What follows belongs to an exercise in optimizing a design on an open flow for small area and a short achievable clock period; a production flow would make more cautious choices.
Only simulation tests tie the RTL to the original design; equivalence was not proved.
Power figures rest on the tool's default switching activity, not on a simulated workload.

// singlecycle
module singlecycle (
  input  logic  clk, rst,
  input  logic [31:0] sw, btn,
  input  logic [31:0] instr,
  input  logic [31:0] dmem_rdata,
  output logic [8:0]  dmem_addr,
  output logic [31:0] dmem_wdata,
  output logic        dmem_we,
  output logic [31:0] hex0, hex1, hex2, hex3, hex4, hex5, hex6, hex7, ledr, ledg, lcd,
  output logic [31:0] pcdebug
);
  logic        load, store, branch, jal, jalr, lui, auipc, opimm, op;
  logic        regwen, sub, unsgn, arith, bsel, lt, eq, taken;
  logic [2:0]  funct3;
  logic [31:0] pc, pc4, pcimm, reg1, reg2, imm_alu, imm_pc, b, res, ldata, wdata;
  logic [11:0] addr;
  assign funct3  = instr[14:12];
  assign pcdebug = pc;
  ctrlunit control_unit (
    .instr (instr),
    .load  (load),
    .store (store),
    .branch(branch),
    .jal   (jal),
    .jalr  (jalr),
    .lui   (lui),
    .auipc (auipc),
    .opimm (opimm),
    .op    (op),
    .regwen(regwen),
    .sub   (sub),
    .unsgn (unsgn),
    .arith (arith),
    .bsel  (bsel)
  );
  immgen imm_gen (
    .instr  (instr),
    .store  (store),
    .branch (branch),
    .jal    (jal),
    .imm_alu(imm_alu),
    .imm_pc (imm_pc)
  );
  regfile reg_file (
    .clk   (clk),
    .rst   (rst),
    .addr1 (instr[19:15]),
    .addr2 (instr[24:20]),
    .waddr (instr[11:7]),
    .wdata (wdata),
    .regwen(regwen),
    .reg1  (reg1),
    .reg2  (reg2)
  );
  assign b = bsel ? reg2 : imm_alu;
  alu alu (
    .a     (reg1),
    .b     (b),
    .sub   (sub),
    .unsgn (unsgn),
    .arith (arith),
    .funct3((op | opimm) ? funct3 : 3'b000),
    .res   (res),
    .lt    (lt),
    .eq    (eq)
  );
  brcmp branch_comp (
    .funct3(funct3),
    .lt    (lt),
    .eq    (eq),
    .taken (taken)
  );
  assign pc4   = pc + 32'd4;
  assign pcimm = pc + imm_pc;
  assign addr  = reg1[11:0] + imm_alu[11:0];
  lsu lsu (
    .clk  (clk),
    .rst  (rst),
    .addr (addr),
    .sdata(reg2),
    .store(store),
    .sw   (sw),
    .btn  (btn),
    .dmem_rdata(dmem_rdata),
    .dmem_addr (dmem_addr),
  ...
clock: 14.0 ns
lec_check: 0
cap_margin: 20
core_margin: 2
core_utilization: 45
cts_buf_list: sky130_fd_sc_hd__clkbuf_8
place_density: 0.6
setup_slack_margin: 5
slew_margin: 20
standard.sh (not shown) runs the stock make flow with config.mk's settings and CLKGATE_MAP_FILE= SYNTH_SCRIPT=/design/flow/synth_recipe.tcl, a recipe that flattens the netlist after the stock synthesis.
==> flow/flow/run.sh <==
#!/bin/bash
# The standard layout (the standard.sh, all ORFS steps unchanged) with one
# difference: the buffers that buffer_ports puts on every input and output
# port are buf_1 cells (resized later by repair where timing needs it)
# instead of the default clkdlybuf4s50_1 delay cells.
set -euo pipefail
bash standard.sh 'BUFFER_PORTS_ARGS=-buffer_cell sky130_fd_sc_hd__buf_1' finish > standard.log 2>&1
The starting point finished with timing, DRC and antenna clean.
Edit:
--- a/flow/config.mk
+++ b/flow/config.mk
@@ -10,3 +10,3 @@
 export CORE_UTILIZATION = 45
-export CTS_BUF_LIST = sky130_fd_sc_hd__clkbuf_8
+export CTS_BUF_LIST = sky130_fd_sc_hd__clkbuf_4
 export PLACE_DENSITY = 0.6
Setup slack gets worse by 6.6 ps.
Via count came out higher slightly.
Clock-buffer cell count came out higher by 291.
Routed wire length hardly moves.
Combinational power came out lower slightly.
Sequential cell count stays the same.
Utilization came out lower by 0.48 points.
Synthesized cell count does not change.
Edit:
--- a/flow/config.mk
+++ b/flow/config.mk
@@ -14 +14,3 @@
 export SLEW_MARGIN = 20
+export SYNTH_HIERARCHICAL = 1
+export SYNTH_MINIMUM_KEEP_SIZE = 3000
Effect: The new run went through all stages and came out clean. Setup slack is better by 140 ps. Global-route usage drops by 0.79 points. Cell count climbs by 2.2%. Wire length climbs by 0.69%. Total power stays flat.


singlecycle, a different RTL version from the one above (not shown whole).
Size: roughly 1400 flip-flops, ~560 I/O pins, ~72000 um2 of cells after synthesis.
export LEC_CHECK = 0
export CAP_MARGIN = 20
export CORE_MARGIN = 2
export CORE_UTILIZATION = 45
export CTS_BUF_LIST = sky130_fd_sc_hd__clkbuf_4
export PLACE_DENSITY = 0.6
export SETUP_SLACK_MARGIN = 5
export SLEW_MARGIN = 20
export SYNTH_HIERARCHICAL = 1
export SYNTH_MINIMUM_KEEP_SIZE = 3000
export TNS_END_PERCENT = 10
create_clock -name core_clock -period 14.0 [get_ports {clk}]
Scripts as last shown in full above: flow/flow/run.sh
The starting point completed with no timing, DRC or antenna violations.
Change:
==> flow/flow/run.sh (replaced) <==
#!/bin/bash
# The standard layout (the standard.sh, all ORFS steps) with two changes:
# - synthesis runs flow/synth.tcl: the standard flow's synthesis script with a different
#   ABC script (flow/abc.script) for mapping the logic;
# - the buffers that buffer_ports puts on every input and output port are
#   buf_1 cells (resized later by repair where timing needs it) instead of the
#   default clkdlybuf4s50_1 delay cells.
# make's and the tools' full output goes to standard.log; ORFS keeps each
# step's log under orfs/logs.
set -euo pipefail
export FLOW_ABC_SCRIPT="$PWD/flow/abc.script"
bash standard.sh "SYNTH_SCRIPT=$PWD/flow/synth.tcl" \
  'BUFFER_PORTS_ARGS=-buffer_cell sky130_fd_sc_hd__buf_1' finish > standard.log 2>&1
==> flow/flow/abc.script (new file) <==
&get -n
&st
&dch
&nf
&st
&syn2
&if -g -K 6
&synch2
&nf
&st
&syn2
&if -g -K 6
&synch2
&nf -R 1000
&put
buffer -c
topo
stime -c
upsize -c
dnsize -c
==> flow/flow/synth.tcl (new file) <==
# The standard flow's synthesis script (synth_recipe.tcl), unchanged except that the ABC
# run that maps the logic to cells uses flow/abc.script: ORFS's speed script
# with two rounds of restructuring instead of five and more area-recovery
# rounds in the last mapping. Flip-flops are mapped before ABC, so the
# registers, their names and their cells are the standard synthesis's.
proc synth {args} { yosys synth -nofsm -noshare {*}$args }
proc abc {args} {
  set i [lsearch -exact $args -script]
  if {$i >= 0} { lset args [expr {$i + 1}] $::env(FLOW_ABC_SCRIPT) }
  yosys abc {*}$args
}
source $::env(SCRIPTS_DIR)/synth.tcl
# left out here: clear keep_hierarchy, flatten, clean up, hide names made inside functions, write 1_2_yosys.v
CAP_MARGIN = 10   (was 20)
CORE_UTILIZATION = 50   (was 45)
SLEW_MARGIN = 10   (was 20)
=> The new run reached the layout checks and failed them: capacitance limit, slew limit; wire length went up by 2.0%; synthesized cell count falls by 0.46%; power decreases by 1.3%; first-iteration DRC count goes up by 12%; design area falls by 3.7%; area after synthesis is lower by 2.4%; clock power stays flat.
Change:
CORE_UTILIZATION = 45   (was 50)
Result:
- The new run completed with no timing, DRC or antenna violations
- power decreases slightly
- wire length decreases slightly
- global-route usage decreases by 5.2 points
- worst setup slack improved by 250 ps
- die area increases by roughly a tenth
- clock-buffer cell count decreases by 21
- combinational power decreases by a few percent
- worst hold slack stays flat
- critical path depth stays the same
- clock skew increases by 22 ps
Change:
PLACE_DENSITY = 0.65   (was 0.6)
- setup slack loses 220 ps
- die area is unchanged
- utilization stays flat
- final area barely changes
- hold slack loses 4.3 ps


Setup of before:
singlecycle again, from the RTL that the note above started with.
export LEC_CHECK = 0
export CAP_MARGIN = 20
export CORE_MARGIN = 2
export CORE_UTILIZATION = 45
export CTS_BUF_LIST = sky130_fd_sc_hd__clkbuf_4
export PLACE_DENSITY = 0.6
export SETUP_SLACK_MARGIN = 5
export SLEW_MARGIN = 20
export SYNTH_HIERARCHICAL = 1
export SYNTH_MINIMUM_KEEP_SIZE = 3000
create_clock -name core_clock -period 14.0 [get_ports {clk}]
==> flow/flow/run.sh <==
#!/bin/bash
# The standard layout (the standard.sh, all ORFS steps unchanged) with one
# difference: the buffers that buffer_ports puts on every input and output
# port are buf_1 cells (resized later by repair where timing needs it)
# instead of the default clkdlybuf4s50_1 delay cells.
set -euo pipefail
bash standard.sh 'BUFFER_PORTS_ARGS=-buffer_cell sky130_fd_sc_hd__buf_1' finish > standard.log 2>&1
The following lists how after was set up differently from before:
- an added TNS_END_PERCENT of 10
- a change of SLEW_MARGIN from 20 to 10
- a change of CAP_MARGIN from 20 to 10
==> flow/flow/run.sh <==
#!/bin/bash
# The standard layout (the standard.sh, all ORFS steps) with two changes:
# - synthesis runs flow/synth.tcl: the standard flow's synthesis script with a different
#   ABC script (flow/abc.script) for mapping the logic;
# - the buffers that buffer_ports puts on every input and output port are
#   buf_1 cells (resized later by repair where timing needs it) instead of the
#   default clkdlybuf4s50_1 delay cells.
# make's and the tools' full output goes to standard.log; ORFS keeps each
# step's log under orfs/logs.
set -euo pipefail
export FLOW_ABC_SCRIPT="$PWD/flow/abc.script"
bash standard.sh "SYNTH_SCRIPT=$PWD/flow/synth.tcl" \
  'BUFFER_PORTS_ARGS=-buffer_cell sky130_fd_sc_hd__buf_1' finish > standard.log 2>&1
==> flow/flow/abc.script (new file) <==
&get -n
&st
&dch
&nf
&st
&syn2
&if -g -K 6
&synch2
&nf
&st
&syn2
&if -g -K 6
&synch2
&nf -R 1000
&put
topo
stime -c
dnsize -c
==> flow/flow/synth.tcl (new file) <==
# The standard flow's synthesis script (synth_recipe.tcl), unchanged except that the ABC
# run that maps the logic to cells uses flow/abc.script: ORFS's speed script
# with two rounds of restructuring instead of five, more area-recovery rounds
# in the last mapping, and no buffering or upsizing in ABC (the layout's
# repair buffers and sizes with the real constraints and wires). Flip-flops are mapped before ABC, so the
# registers, their names and their cells are the standard synthesis's.
proc synth {args} { yosys synth -nofsm -noshare {*}$args }
proc abc {args} {
  set i [lsearch -exact $args -script]
  if {$i >= 0} { lset args [expr {$i + 1}] $::env(FLOW_ABC_SCRIPT) }
  yosys abc {*}$args
}
source $::env(SCRIPTS_DIR)/synth.tcl
# left out here: clear keep_hierarchy, flatten, clean up, hide names made inside functions, write 1_2_yosys.v
### Flow results
Looking only at post-cts sizing count, and setting everything else aside, the higher value of before and after goes to before.
Going from before to after, layout overhead on the synthesized area grows by 2.2 points.
Against before as the reference, after delivers a lower non-clock buffer count in the final layout.
Between before and after, the adder-cell area share of the yosys netlist is lower for before.
after vs. before: final cell utilization of the core has increased, detail-routed net length per standard cell went down about 2.6%, overall power consumption now sits lower, die area went down.
Looking at worst path setup slack after routing, after sits 0.032 ns higher than before does.
Against before, y dimension of the die in after fell by a few percent.

## separate check: timing with driven ports
The flow's constraints put no driver on any port. The routed layouts listed below were extracted and timed again, unchanged, in two steps.
Step 1 sets driving cells, clkbuf_16 on the clock port and buf_2 on the other inputs (assumed; they add their load-dependent delay and slew).
Step 2 also shifts input and output timing later by t, the mid clock arrival at the registers, as if the neighbouring blocks saw the same clock.
Three values: no drivers, after step 1, after step 2; two values: the first two.
run | t (ns) | slack for setup (ns) | worst setup path at the end | worst slew at a driven data input, ns
the first run of note 1 | 1.103 | 4.308 / 4.072 / 3.235 | input to register | 0.23
the second run of note 1 | 1.441 | 4.301 / 4.046 / 2.810 | input to register | 0.25
the third run of note 1 | 1.502 | 4.437 / 4.104 / 3.371 | input to register | 0.41
the first run of note 2 | 1.470 | 4.547 / 4.296 / 3.006 | input to register | 0.27
the second run of note 2 | 1.428 | 4.447 / 4.372 / 3.156 | input to register | 0.25
the third run of note 2 | 1.384 | 4.694 / 4.593 / 3.272 | input to register | 0.23
the fourth run of note 2 | 1.439 | 4.474 / 4.417 / 3.025 | input to register | 0.26
before | 1.424 | 4.547 / 4.351 / 3.414 | input to register | 0.28
after | 1.406 | 4.578 / 4.403 / 3.551 | input to register | 0.25
The setup slack of the first run of note 2, which loses most, moves by -0.251 ns with the drivers and by -1.541 ns with both steps.
